From an optimization exercise on the open Yosys and OpenROAD flow, aimed at small area and a short achievable clock period; shortcuts taken in it are not production practice.
Where RTL was checked, it was by simulation tests only, not by an equivalence proof against the original.
No driver is modelled on the clock port, so clocking that relies on it looks cheaper here than on a real chip.
Power is estimated from default activity; no workload was simulated.

09-11:
## interrupt_controller
module interrupt_controller(
	pclk_i,
	prst_i,
	penable_i,
	pready_o,
	pwrite_i,
	paddr_i,
	pwdata_i,
	prdata_o,
	interrupt_active_i,
	interrupt_valid_o,
	interrupt_to_be_serviced_o,
	interrupt_serviced_i);
Settings: LEC_CHECK=0, ABC_AREA=1, CAP_MARGIN=20, CORE_MARGIN=2, CORE_UTILIZATION=40, CTS_BUF_LIST=sky130_fd_sc_hd__clkbuf_8, SLEW_MARGIN=20; clock period 30.0 ns.
standard.sh (not shown) runs the stock make flow with config.mk's settings and CLKGATE_MAP_FILE= SYNTH_SCRIPT=/design/flow/synth_recipe.tcl, a recipe that flattens the netlist after the stock synthesis.
==> flow/flow/run.sh <==
#!/bin/bash
# Own layout flow: the standard flow (standard.sh) with
#  - the standard synthesis, except that ABC maps with flow/abc.script
#    (registers are mapped before ABC runs, so they are unchanged) and,
#    when flow/arb_core.v exists, the combinational module ic_arb_core is
#    read from that gate netlist (made by gen/gen_core.py) instead of
#    being synthesised from rtl/ic.v,
#  - smaller port buffers,
#  - timing repair aimed at a setup slack margin below the clock period.
# make's full output is in standard_flow.log; ORFS's step logs are in orfs/logs/.
set -euo pipefail
source flow/params.sh
export MY_ABC_SCRIPT=$PWD/flow/abc.script
args=("BUFFER_PORTS_ARGS=-buffer_cell $PORT_BUF" "SETUP_SLACK_MARGIN=$MARGIN")
if [[ "${OWN_ABC:-1}" == 1 ]]; then args+=("SYNTH_SCRIPT=$PWD/flow/synth.tcl"); fi
if [[ -f flow/arb_core.v ]]; then
  export ARB_CORE_NETLIST=$PWD/flow/arb_core.v
  args+=("SYNTH_CANONICALIZE_TCL=$PWD/flow/subst.tcl")
fi
if [[ -n "${CTS_ARGS:-}" ]]; then args+=("CTS_ARGS=$CTS_ARGS"); fi
bash standard.sh "${args[@]}" finish > standard_flow.log 2>&1
==> flow/flow/params.sh <==
PORT_BUF=sky130_fd_sc_hd__buf_1
MARGIN=21.5
Other scripts of this flow, unchanged in this note and not shown: flow/flow/abc.script, flow/flow/arb_core.v, flow/flow/subst.tcl, flow/flow/synth.tcl
09-11 reached the end of the flow, and the finished layout is clean on the timing, design-rule and antenna checks.
## Diff of input files: 12-07 against 09-11
==> flow/flow/params.sh <==
PORT_BUF=sky130_fd_sc_hd__buf_1
MARGIN=21
### Flow results
Wire length of the first global-routing pass essentially unchanged between 12-07 and 09-11.
12-07 -> 09-11: via count of the first global-routing pass delta 0, exact match
In summary, 12-07 completed successfully, with a layout that passed the timing, design-rule and antenna checks.
12-07 -> 09-11: multi-input gate share of total cell area delta 0, exact match
Changes observed in 12-07 relative to 09-11: final RePlAce weighted congestion comparable, sequential share of layout area comparable, clock buffer instance count of the final layout comparable.
For utilization, 12-07 and 09-11 come out practically identical.
No run of this note included a check of the RTL's function; only the layout flow was run.

Another version of the RTL of interrupt_controller (not shown whole).
For scale: about 320 cells after synthesis, ~39 I/O pins, ~4100 um2 of cells after synthesis.
==> flow/config.mk <==
export PLATFORM = sky130hd
export DESIGN_NAME = interrupt_controller
export DESIGN_NICKNAME = interrupt_controller
export VERILOG_FILES = /design/flow/design.v
export SDC_FILE = /design/flow/constraint.sdc
export NUM_CORES = 8
export LEC_CHECK = 0
export ABC_AREA = 1
export CAP_MARGIN = 20
export CORE_MARGIN = 2
export CORE_UTILIZATION = 40
export CTS_BUF_LIST = sky130_fd_sc_hd__clkbuf_8
export SLEW_MARGIN = 20
==> flow/constraint.sdc <==
create_clock -name core_clock -period 30.0 [get_ports {pclk_i}]
set_input_delay 6.0000 -clock core_clock [delete_from_list [all_inputs] [get_ports {pclk_i}]]
set_output_delay 6.0000 -clock core_clock [all_outputs]
set_load 0.01 [all_outputs]
==> flow/flow/run.sh <==
#!/bin/bash
# Own layout flow: the standard flow (standard.sh) with
#  - the standard synthesis, except that ABC maps with flow/abc.script
#    (registers are mapped before ABC runs, so they are unchanged),
#  - smaller port buffers,
#  - timing repair aimed at a setup slack margin below the clock period.
# Each step's full output is in standard_flow.log and ORFS's logs/.
set -euo pipefail
source flow/params.sh
export MY_ABC_SCRIPT=$PWD/flow/abc.script
args=("BUFFER_PORTS_ARGS=-buffer_cell $PORT_BUF" "SETUP_SLACK_MARGIN=$MARGIN")
if [[ "${OWN_ABC:-1}" == 1 ]]; then args+=("SYNTH_SCRIPT=$PWD/flow/synth.tcl"); fi
bash standard.sh "${args[@]}" finish > standard_flow.log 2>&1
==> flow/flow/abc.script <==
&get -n
 &st
 &dch
 &nf -R 1000
 &put
 topo
 upsize -c
 dnsize -c
==> flow/flow/params.sh <==
PORT_BUF=sky130_fd_sc_hd__buf_1
MARGIN=21
==> flow/flow/synth.tcl <==
# synth_recipe.tcl (the standard synthesis), with ABC's script replaced by
# flow/abc.script when MY_ABC_SCRIPT names it.
proc synth {args} { yosys synth -nofsm -noshare {*}$args }
proc abc {args} {
  set i [lsearch -exact $args -script]
  if { $i >= 0 && [info exists ::env(MY_ABC_SCRIPT)] } {
    lset args [expr {$i + 1}] $::env(MY_ABC_SCRIPT)
  }
  puts "abc wrapper: $args"
  yosys abc {*}$args
}
source $::env(SCRIPTS_DIR)/synth.tcl
# left out here: clear keep_hierarchy, flatten, clean up, hide names made inside functions, write 1_2_yosys.v
The baseline passed the timing, design-rule and antenna checks.
Rerun with:
==> flow/flow/params.sh (replaced) <==
PORT_BUF=sky130_fd_sc_hd__buf_1
MARGIN=21
OWN_ABC=0
After rerunning:
- The new run finished with timing, DRC and antenna clean
- power went up by 2.9%
- wire length rises by 18%
- worst setup slack gets better by 0.80 ns
- cell area came out higher by 3.2%
- core utilization went down by 5.6 points
Rerun with:
==> flow/flow/params.sh (replaced) <==
PORT_BUF=sky130_fd_sc_hd__buf_1
MARGIN=20.5
Settings changed: CTS_BUF_LIST sky130_fd_sc_hd__clkbuf_8 to sky130_fd_sc_hd__clkbuf_4 sky130_fd_sc_hd__clkbuf_8.
Worst setup slack loses 0.86 ns.
Clock-buffer cell count rises by 4.
Hold slack loses 0.014 ns.
Synthesized area falls by 13%.
Critical path depth falls by 6.

Another version of the RTL of interrupt_controller (not shown whole).
For scale: ~370 cells after synthesis, ~75 flip-flops, roughly 39 I/O pins.
// interrupt_controller
module interrupt_controller(
	pclk_i,
	prst_i,
	penable_i,
	pready_o,
	pwrite_i,
	paddr_i,
	pwdata_i,
	prdata_o,
	interrupt_active_i,
	interrupt_valid_o,
	interrupt_to_be_serviced_o,
	interrupt_serviced_i);
	input pclk_i,prst_i,penable_i,pwrite_i;
	input [3:0] paddr_i,pwdata_i;
	output reg pready_o;
	output reg [3:0] prdata_o;
	input [15:0] interrupt_active_i;
	input interrupt_serviced_i;
	output reg interrupt_valid_o;
	output reg [3:0] interrupt_to_be_serviced_o;
	reg arb;
	genvar g;
	reg [15:0] pb3, pb2, npb1, npb0;
	wire [15:0] we;
	wire [3:0] wd, rd_d;
	wire rd_en, rdy_d;
	ic_port u_port(
		.rst(prst_i), .pen(penable_i), .pw(pwrite_i),
		.pa(paddr_i), .pd(pwdata_i),
		.pb3(pb3), .pb2(pb2), .npb1(npb1), .npb0(npb0),
		.we(we), .wd(wd), .rd_en(rd_en), .rd_d(rd_d), .rdy_d(rdy_d));
	generate
		for (g = 0; g < 16; g = g + 1) begin : regs
			always @(posedge pclk_i)
				if (we[g]) begin
					pb3[g] <= wd[3];
					pb2[g] <= wd[2];
					npb1[g] <= wd[1];
					npb0[g] <= wd[0];
				end
		end
	endgenerate
	always @(posedge pclk_i) begin
		pready_o <= rdy_d;
		if (rd_en)
			prdata_o <= rd_d;
	end
	wire tbs_load = ~prst_i & arb;
	wire tbs_keep = ~prst_i & ~arb & ~interrupt_serviced_i;
	wire [3:0] tbs_next;
	ic_arb_core u_core(
		.req(interrupt_active_i),
		.pb3(pb3), .pb2(pb2), .npb1(npb1), .npb0(npb0),
  ...
export LEC_CHECK = 0
export ABC_AREA = 1
export CAP_MARGIN = 20
export CORE_MARGIN = 2
export CORE_UTILIZATION = 65
export CTS_BUF_LIST = sky130_fd_sc_hd__clkbuf_4
export PLACE_DENSITY = 0.8
export SLEW_MARGIN = 20
create_clock -name core_clock -period 30.0 [get_ports {pclk_i}]
==> flow/flow/run.sh <==
#!/bin/bash
# Own layout flow: the standard flow (standard.sh) with
#  - the standard synthesis, except that ABC maps with flow/abc.script
#    (registers are mapped before ABC runs, so they are unchanged); also
#    the combinational modules ic_arb_core and ic_port are read from the
#    gate netlists flow/arb_core.v and flow/port.v (made by gen/gen_core8.py
#    and gen/gen_port.py) instead of being synthesised from rtl/ic.v,
#  - smaller port buffers (PORT_BUF),
#  - timing repair aimed at a setup slack margin below the clock period
#    (MARGIN), and the other settings in flow/params.sh (CTS arguments,
#    EXTRA make variables),
#  - clock buffers upsized after CTS where the register clock pins would
#    see too slow a slew (flow/clkfix.tcl).
# make's full output is in standard_flow.log; ORFS's step logs are in orfs/logs/.
set -euo pipefail
source flow/params.sh
export MY_ABC_SCRIPT=$PWD/flow/abc.script
export CLK_SLEW_LIMIT=${CLK_SLEW_LIMIT:-0.1}
args=("BUFFER_PORTS_ARGS=-buffer_cell $PORT_BUF" "SETUP_SLACK_MARGIN=$MARGIN")
if [[ "${OWN_ABC:-1}" == 1 ]]; then args+=("SYNTH_SCRIPT=$PWD/flow/synth.tcl"); fi
subst=""
if [[ -f flow/arb_core.v ]]; then subst="$subst ic_arb_core=$PWD/flow/arb_core.v"; fi
if [[ -f flow/port.v ]]; then subst="$subst ic_port=$PWD/flow/port.v"; fi
if [[ -n "$subst" ]]; then
  export SUBST_NETLISTS="$subst"
  args+=("SYNTH_CANONICALIZE_TCL=$PWD/flow/subst.tcl")
fi
if [[ -n "${CTS_ARGS:-}" ]]; then args+=("CTS_ARGS=$CTS_ARGS"); fi
if [[ -f flow/post_cts.tcl ]]; then args+=("POST_CTS_TCL=$PWD/flow/post_cts.tcl");
elif [[ -f flow/clkfix.tcl ]]; then args+=("POST_CTS_TCL=$PWD/flow/clkfix.tcl"); fi
if [[ -n "${EXTRA:-}" ]]; then for kv in $EXTRA; do args+=("$kv"); done; fi
bash standard.sh "${args[@]}" "${FLOW_TARGET:-finish}" > standard_flow.log 2>&1
==> flow/flow/params.sh <==
PORT_BUF=sky130_fd_sc_hd__buf_1
MARGIN=20.3
CTS_ARGS="-sink_clustering_enable -repair_clock_nets -buf_list sky130_fd_sc_hd__clkbuf_4 -dont_use_dummy_load"
EXTRA="SKIP_INCREMENTAL_REPAIR=1"
CLK_SLEW_LIMIT=0.1
Scripts as last shown in full above: flow/flow/synth.tcl
Other scripts of this flow, unchanged in this note and not shown: flow/flow/abc.script, flow/flow/arb_core.v, flow/flow/clkfix.tcl, flow/flow/port.v, flow/flow/post_cts.tcl, flow/flow/size.tcl, flow/flow/subst.tcl
The baseline completed with no timing, DRC or antenna violations.
Next try:
==> flow/flow/params.sh (replaced) <==
PORT_BUF=sky130_fd_sc_hd__buf_1
MARGIN=20.5
CTS_ARGS="-sink_clustering_enable -repair_clock_nets -buf_list sky130_fd_sc_hd__clkbuf_4 -dont_use_dummy_load"
EXTRA="SKIP_INCREMENTAL_REPAIR=1"
CLK_SLEW_LIMIT=0.1
Effect: The changed run finished clean. Final cell count hardly moves. Via count is about the same. Hold slack hardly moves. Core utilization went up by 0.13 points. Final area is about the same. Worst setup slack is better by 0.073 ns. Total power went up by 0.45%. Clock-buffer cell count stays the same. Wire length is about the same. Global-route usage grows by 0.26 points.
Next try:
==> flow/flow/params.sh (replaced) <==
PORT_BUF=sky130_fd_sc_hd__buf_1
MARGIN=20.7
CTS_ARGS="-sink_clustering_enable -repair_clock_nets -buf_list sky130_fd_sc_hd__clkbuf_4 -dont_use_dummy_load"
EXTRA="SKIP_INCREMENTAL_REPAIR=1"
CLK_SLEW_LIMIT=0.1
What happened:
- The changed run ran to the end with no violations
- sequential share of layout area decreases by 0.63 points
- global-route usage came out higher by 0.69 points
- clock-buffer cell count does not change
- worst hold slack is about the same
- synthesized cell count does not change
- wire length rose by 3.2%
No run of this note included a check of the RTL's function; only the layout flow was run.

willow:
interrupt_controller, a different RTL version from the one above (not shown whole).
For scale: about 75 flip-flops, ~39 I/O pins, ~0.0040 mm^2 of cells after synthesis.
==> flow/design.v (excerpt) <==
module interrupt_controller(
	pclk_i,
	prst_i,
	penable_i,
	pready_o,
	pwrite_i,
	paddr_i,
	pwdata_i,
	prdata_o,
	interrupt_active_i,
	interrupt_valid_o,
	interrupt_to_be_serviced_o,
	interrupt_serviced_i);
Settings: LEC_CHECK=0, ABC_AREA=1, CAP_MARGIN=20, CORE_MARGIN=2, CORE_UTILIZATION=50, CTS_BUF_LIST=sky130_fd_sc_hd__clkbuf_4, PLACE_DENSITY=0.7, SLEW_MARGIN=20; clock period 30.0 ns.
==> flow/flow/run.sh <==
#!/bin/bash
# Own layout flow: the standard flow (standard.sh) with
#  - the standard synthesis, except that ABC maps with flow/abc.script
#    (registers are mapped before ABC runs, so they are unchanged); also
#    the combinational modules ic_arb_core and ic_port are read from the
#    gate netlists flow/arb_core.v and flow/port.v (made by gen/gen_core8.py
#    and gen/gen_port.py) instead of being synthesised from rtl/ic.v,
#  - smaller port buffers (PORT_BUF),
#  - timing repair aimed at a setup slack margin below the clock period
#    (MARGIN), and the other settings in flow/params.sh (CTS arguments,
#    EXTRA make variables),
set -euo pipefail
source flow/params.sh
export MY_ABC_SCRIPT=$PWD/flow/abc.script
export CLK_SLEW_LIMIT=${CLK_SLEW_LIMIT:-0.1}
args=("BUFFER_PORTS_ARGS=-buffer_cell $PORT_BUF" "SETUP_SLACK_MARGIN=$MARGIN")
if [[ "${OWN_ABC:-1}" == 1 ]]; then args+=("SYNTH_SCRIPT=$PWD/flow/synth.tcl"); fi
subst=""
if [[ -f flow/arb_core.v ]]; then subst="$subst ic_arb_core=$PWD/flow/arb_core.v"; fi
if [[ -f flow/port.v ]]; then subst="$subst ic_port=$PWD/flow/port.v"; fi
if [[ -n "$subst" ]]; then
  export SUBST_NETLISTS="$subst"
  args+=("SYNTH_CANONICALIZE_TCL=$PWD/flow/subst.tcl")
fi
if [[ -n "${CTS_ARGS:-}" ]]; then args+=("CTS_ARGS=$CTS_ARGS"); fi
if [[ -f flow/post_cts.tcl ]]; then args+=("POST_CTS_TCL=$PWD/flow/post_cts.tcl");
elif [[ -f flow/clkfix.tcl ]]; then args+=("POST_CTS_TCL=$PWD/flow/clkfix.tcl"); fi
if [[ -n "${EXTRA:-}" ]]; then for kv in $EXTRA; do args+=("$kv"); done; fi
bash standard.sh "${args[@]}" "${FLOW_TARGET:-finish}" > standard_flow.log 2>&1
==> flow/flow/size.tcl <==
proc sz_area_of {c} { return [get_property [get_lib_cells */[get_property $c ref_name]] area] }
proc sz_period {} { return [expr {$::env(FLOW_PERIOD_NS) - [sta::worst_slack_cmd max] * 1e9}] }
set_propagated_clock [all_clocks]
estimate_parasitics -placement
set sz_cells {}
set sz_area 0.0
foreach c [get_cells *] {
  set r [get_property $c ref_name]
  set lc [get_lib_cells */$r]
  if {[string match "*tap*" $r] || [string match "*fill*" $r] || [string match "*decap*" $r]} continue
  set sz_area [expr {$sz_area + [get_property $lc area]}]
  if {[regexp {__(e?s?df|s?dl)} $r]} continue
  if {[string match "*clkbuf*" $r] || [string match "*clkinv*" $r] || [string match "*conb*" $r]} continue
  if {[string match "clkbuf_*" [get_name $c]]} continue
  lappend sz_cells $c
}
set sz_best [expr {$sz_area * [sz_period]}]
puts "size.tcl: start area $sz_area period [sz_period] cells [llength $sz_cells]"
for {set pass 0} {$pass < 6} {incr pass} {
  set changed 0
  foreach c $sz_cells {
    set cur [get_property $c ref_name]
    if {![regexp {^(.*)_([0-9]+)$} $cur -> base sz]} continue
    set cura [sz_area_of $c]
    set bestcell $cur
    foreach lc [get_lib_cells */${base}_*] {
      set n [get_name $lc]
      if {![regexp "^${base}_\[0-9\]+\$" $n] || $n eq $cur} continue
      if {[string match "*lpflow*" $n] || [string match "*probe*" $n]} continue
      replace_cell $c $lc
      estimate_parasitics -placement
      set a [expr {$sz_area - $cura + [get_property $lc area]}]
      set o [expr {$a * [sz_period]}]
      if {$o < $sz_best - 1e-6} { set sz_best $o; set bestcell $n }
      replace_cell $c [get_lib_cells */$cur]
    }
    estimate_parasitics -placement
    if {$bestcell ne $cur} {
      replace_cell $c [get_lib_cells */$bestcell]
      set sz_area [expr {$sz_area - $cura + [sz_area_of $c]}]
      incr changed
    }
  }
  puts "size.tcl: pass $pass changed $changed area $sz_area period [sz_period]"
  if {$changed == 0} break
}
detailed_placement
check_placement -verbose
estimate_parasitics -placement
puts "size.tcl: end area $sz_area period [sz_period]"
Scripts as last shown in full above: flow/flow/synth.tcl
Other scripts of this flow, unchanged in this note and not shown: flow/flow/abc.script, flow/flow/arb_core.v, flow/flow/clkfix.tcl, flow/flow/params.sh, flow/flow/port.v, flow/flow/post_cts.tcl, flow/flow/subst.tcl
willow ended with every stage complete and zero timing, DRC or antenna violations.
Changes in pepper relative to willow:
Settings: a change of PLACE_DENSITY from 0.7 to 0.9; a change of CORE_UTILIZATION from 50 to 80.
-- flow/flow/run.sh --
<<< willow, line 12
>>> pepper, line 12
#  - clock buffers upsized after CTS where the register clock pins would
#    see too slow a slew (flow/clkfix.tcl).
# make's full output is in standard_flow.log; ORFS's step logs are in orfs/logs/.
## What came out
- pepper failed in global routing (5_1_grt) with GRT-0116.
- No stage failed in willow, and the final checks on the layout all came back clean.
- Worst slack at placement | pepper below willow
- Between pepper and willow, die height is higher for willow, pepper comes in under that.
- Between pepper and willow, final weighted congestion in routability-driven placement is higher for pepper, willow comes in under that.
- Diff willow -> pepper: width of the chip dropped about 20%; row count dropped about 22%; placed standard-cell area dropped 44 um^2.
- Compared with willow, in pepper half-perimeter wire length after placement now sits higher; number of cells in the design after placement now sits lower.
## Diff of input files: quartz against pepper
Settings: CORE_UTILIZATION: 80 -> 50; PLACE_DENSITY: 0.9 -> 0.7.
Findings:
- quartz closes out successfully: all stages finished, all timing, DRC and antenna checks passed.
- Going from pepper to quartz, clock net sink count neither gained nor lost much, initial core utilization dropped 32 points, HPWL after detailed placement fell 0.53%.
- Going from pepper to quartz, the height of the die was found to have gone up by 19 um.
- In the reports for quartz and pepper, the larger post-placement cell area belongs to quartz.
- quartz ends up with higher worst slack at placement than pepper does.
- Against pepper, quartz comes in about 6% lower on weighted congestion at the end of routability-driven global placement.
For zinc, these inputs were changed with respect to quartz:
Settings: a change of CORE_UTILIZATION from 50 to 65; a change of PLACE_DENSITY from 0.7 to 0.8.
-- flow/flow/run.sh --
<<< quartz, line 31
>>> zinc, line 31
if [[ -f flow/post_grt.tcl ]]; then args+=("POST_GLOBAL_ROUTE_TCL=$PWD/flow/post_grt.tcl"); fi
==> flow/flow/post_grt.tcl (new file) <==
# After global routing (POST_GLOBAL_ROUTE_TCL): gate sizing again, with the
# parasitics of the global routes; the nets it touches are routed again.
global_route -start_incremental
set sz_par -global_routing
source [file join [file dirname [info script]] size.tcl]
global_route -end_incremental
estimate_parasitics -global_routing
-- flow/flow/size.tcl --
<<< quartz, line 1
>>> zinc, line 1
if {![info exists sz_par]} { set sz_par -placement }
<<< quartz, line 4
estimate_parasitics -placement
>>> zinc, line 5
estimate_parasitics $sz_par
<<< quartz, line 31
      estimate_parasitics -placement
>>> zinc, line 32
      estimate_parasitics $sz_par
<<< quartz, line 37
    estimate_parasitics -placement
>>> zinc, line 38
    estimate_parasitics $sz_par
<<< quartz, line 49
estimate_parasitics -placement
>>> zinc, line 50
estimate_parasitics $sz_par
--- outcome ---
- Re largest net degree at the start of global routing: no difference whatsoever between quartz and zinc.
- Sort zinc and quartz by worst setup slack after layout, ascending, and zinc comes first.
- Delta(logic gate share of total power, zinc - quartz) > 0
Edits applied to the flow inputs when going from zinc to maple:
Settings: swapping 0.8 for 0.7 in PLACE_DENSITY; swapping 65 for 50 in CORE_UTILIZATION.
-- flow/flow/run.sh --
<<< zinc, line 12
#  - clock buffers upsized after CTS where the register clock pins would
#    see too slow a slew (flow/clkfix.tcl).
# make's full output is in standard_flow.log; ORFS's step logs are in orfs/logs/.
>>> maple, line 12
<<< zinc, line 31
if [[ -f flow/post_grt.tcl ]]; then args+=("POST_GLOBAL_ROUTE_TCL=$PWD/flow/post_grt.tcl"); fi
>>> maple, line 28
-- flow/flow/size.tcl --
<<< zinc, line 48
>>> maple, line 48
# group moves: every u_core cell of a kind and drive strength one step up
# or down at once (the per-source gates are on equal paths)
proc sz_step {base sz dir} {
  set sizes {}
  foreach lc [get_lib_cells */${base}_*] {
    if {[regexp "^${base}_(\[0-9\]+)\$" [get_name $lc] -> n]} { lappend sizes $n }
  }
  set sizes [lsort -integer $sizes]
  set i [lsearch -exact $sizes $sz]
  set j [expr {$i + $dir}]
  if {$i < 0 || $j < 0 || $j >= [llength $sizes]} { return "" }
  return ${base}_[lindex $sizes $j]
}
set sz_groups [dict create]
foreach c $sz_cells {
  if {![string match "u_core.*" [get_name $c]]} continue
  dict lappend sz_groups [get_property $c ref_name] $c
}
set improved 1
while {$improved} {
  set improved 0
  dict for {ref members} $sz_groups {
    if {[llength $members] < 4} continue
    regexp {^(.*)_([0-9]+)$} $ref -> base sz
    foreach dir {1 -1} {
      set to [sz_step $base $sz $dir]
      if {$to eq ""} continue
      set d [expr {[get_property [get_lib_cells */$to] area] - [get_property [get_lib_cells */$ref] area]}]
      foreach c $members { replace_cell $c [get_lib_cells */$to] }
      estimate_parasitics $sz_par
      set a [expr {$sz_area + $d * [llength $members]}]
      set o [expr {$a * [sz_period]}]
      if {$o < $sz_best - 1e-6} {
        puts "size.tcl: group $ref ([llength $members]) -> $to"
        set sz_best $o
        set sz_area $a
        set sz_groups [dict remove $sz_groups $ref]
        dict set sz_groups $to $members
        set improved 1
        break
      }
      foreach c $members { replace_cell $c [get_lib_cells */$ref] }
      estimate_parasitics $sz_par
    }
    if {$improved} break
  }
}
puts "size.tcl: after groups area $sz_area period [sz_period]"
removed: flow/flow/post_grt.tcl
==> comparison <==
maple reached the final stage; the timing, design-rule and antenna checks on its layout passed. Diff zinc -> maple: setup slack up 0.071 ns; met1 wire length up about 9%; routed wire length down 1.6%; power density normalized to cell area down 0.79%. Comparing maple and zinc, the lower floorplan row count was measured on zinc. Wire length on met2 | maple below zinc. On minimum period implied by the final worst setup slack: between maple and zinc, it ends up lower for maple. Of maple and zinc, the higher global-route usage belongs to zinc. Floorplan core area grows by more than a quarter when moving from zinc to maple.

-- separate check: timing with driven ports --
No port has a modelled driver above. Below, the same layouts with a new extraction and two added sets of constraints.
Step 1 (the two cells are an assumption about what drives the block):
set clk [get_ports {pclk_i}]
set_driving_cell -lib_cell sky130_fd_sc_hd__clkbuf_16 $clk
set_driving_cell -lib_cell sky130_fd_sc_hd__buf_2 [delete_from_list [all_inputs] $clk]
Step 2, shift: input delay + t, output delay - t, t = (earliest + latest rising clock arrival at the registers) / 2. This alone moves slack from input paths to output paths.
Three values: ideal, step 1, step 2; two values: the first two.
run	t (ns)	setup WS [ns]	slew at the worst register clock pin (ns)	worst data-port slew with drivers (ns)
09-11	0.386	20.560 / 20.556 / 20.170	0.09 / 0.09	0.05
12-07	0.386	20.560 / 20.556 / 20.170	0.09 / 0.09	0.05
the first run of note 2	0.399	20.534 / 20.525 / 20.126	0.08 / 0.08	0.06
the second run of note 2	0.403	21.338 / 21.350 / 20.946	0.09 / 0.09	0.03
the third run of note 2	0.379	20.474 / 20.470 / 20.091	0.07 / 0.07	0.05
the first run of note 3	0.422	20.359 / 20.365 / 19.943	0.10 / 0.10	0.04
the second run of note 3	0.425	20.432 / 20.439 / 20.014	0.10 / 0.10	0.04
the third run of note 3	0.425	20.582 / 20.590 / 20.165	0.10 / 0.10	0.04
willow	0.450	20.674 / 20.685 / 20.235	0.10 / 0.10	0.04
quartz	0.450	20.674 / 20.685 / 20.235	0.10 / 0.10	0.04
zinc	0.446	20.603 / 20.609 / 20.163	0.10 / 0.10	0.04
maple	0.450	20.674 / 20.685 / 20.235	0.10 / 0.10	0.04
After both steps setup and hold are still met in every run listed. For zinc, which loses most, drivers alone change the setup slack by +0.006 ns; drivers and shift together by -0.440 ns.
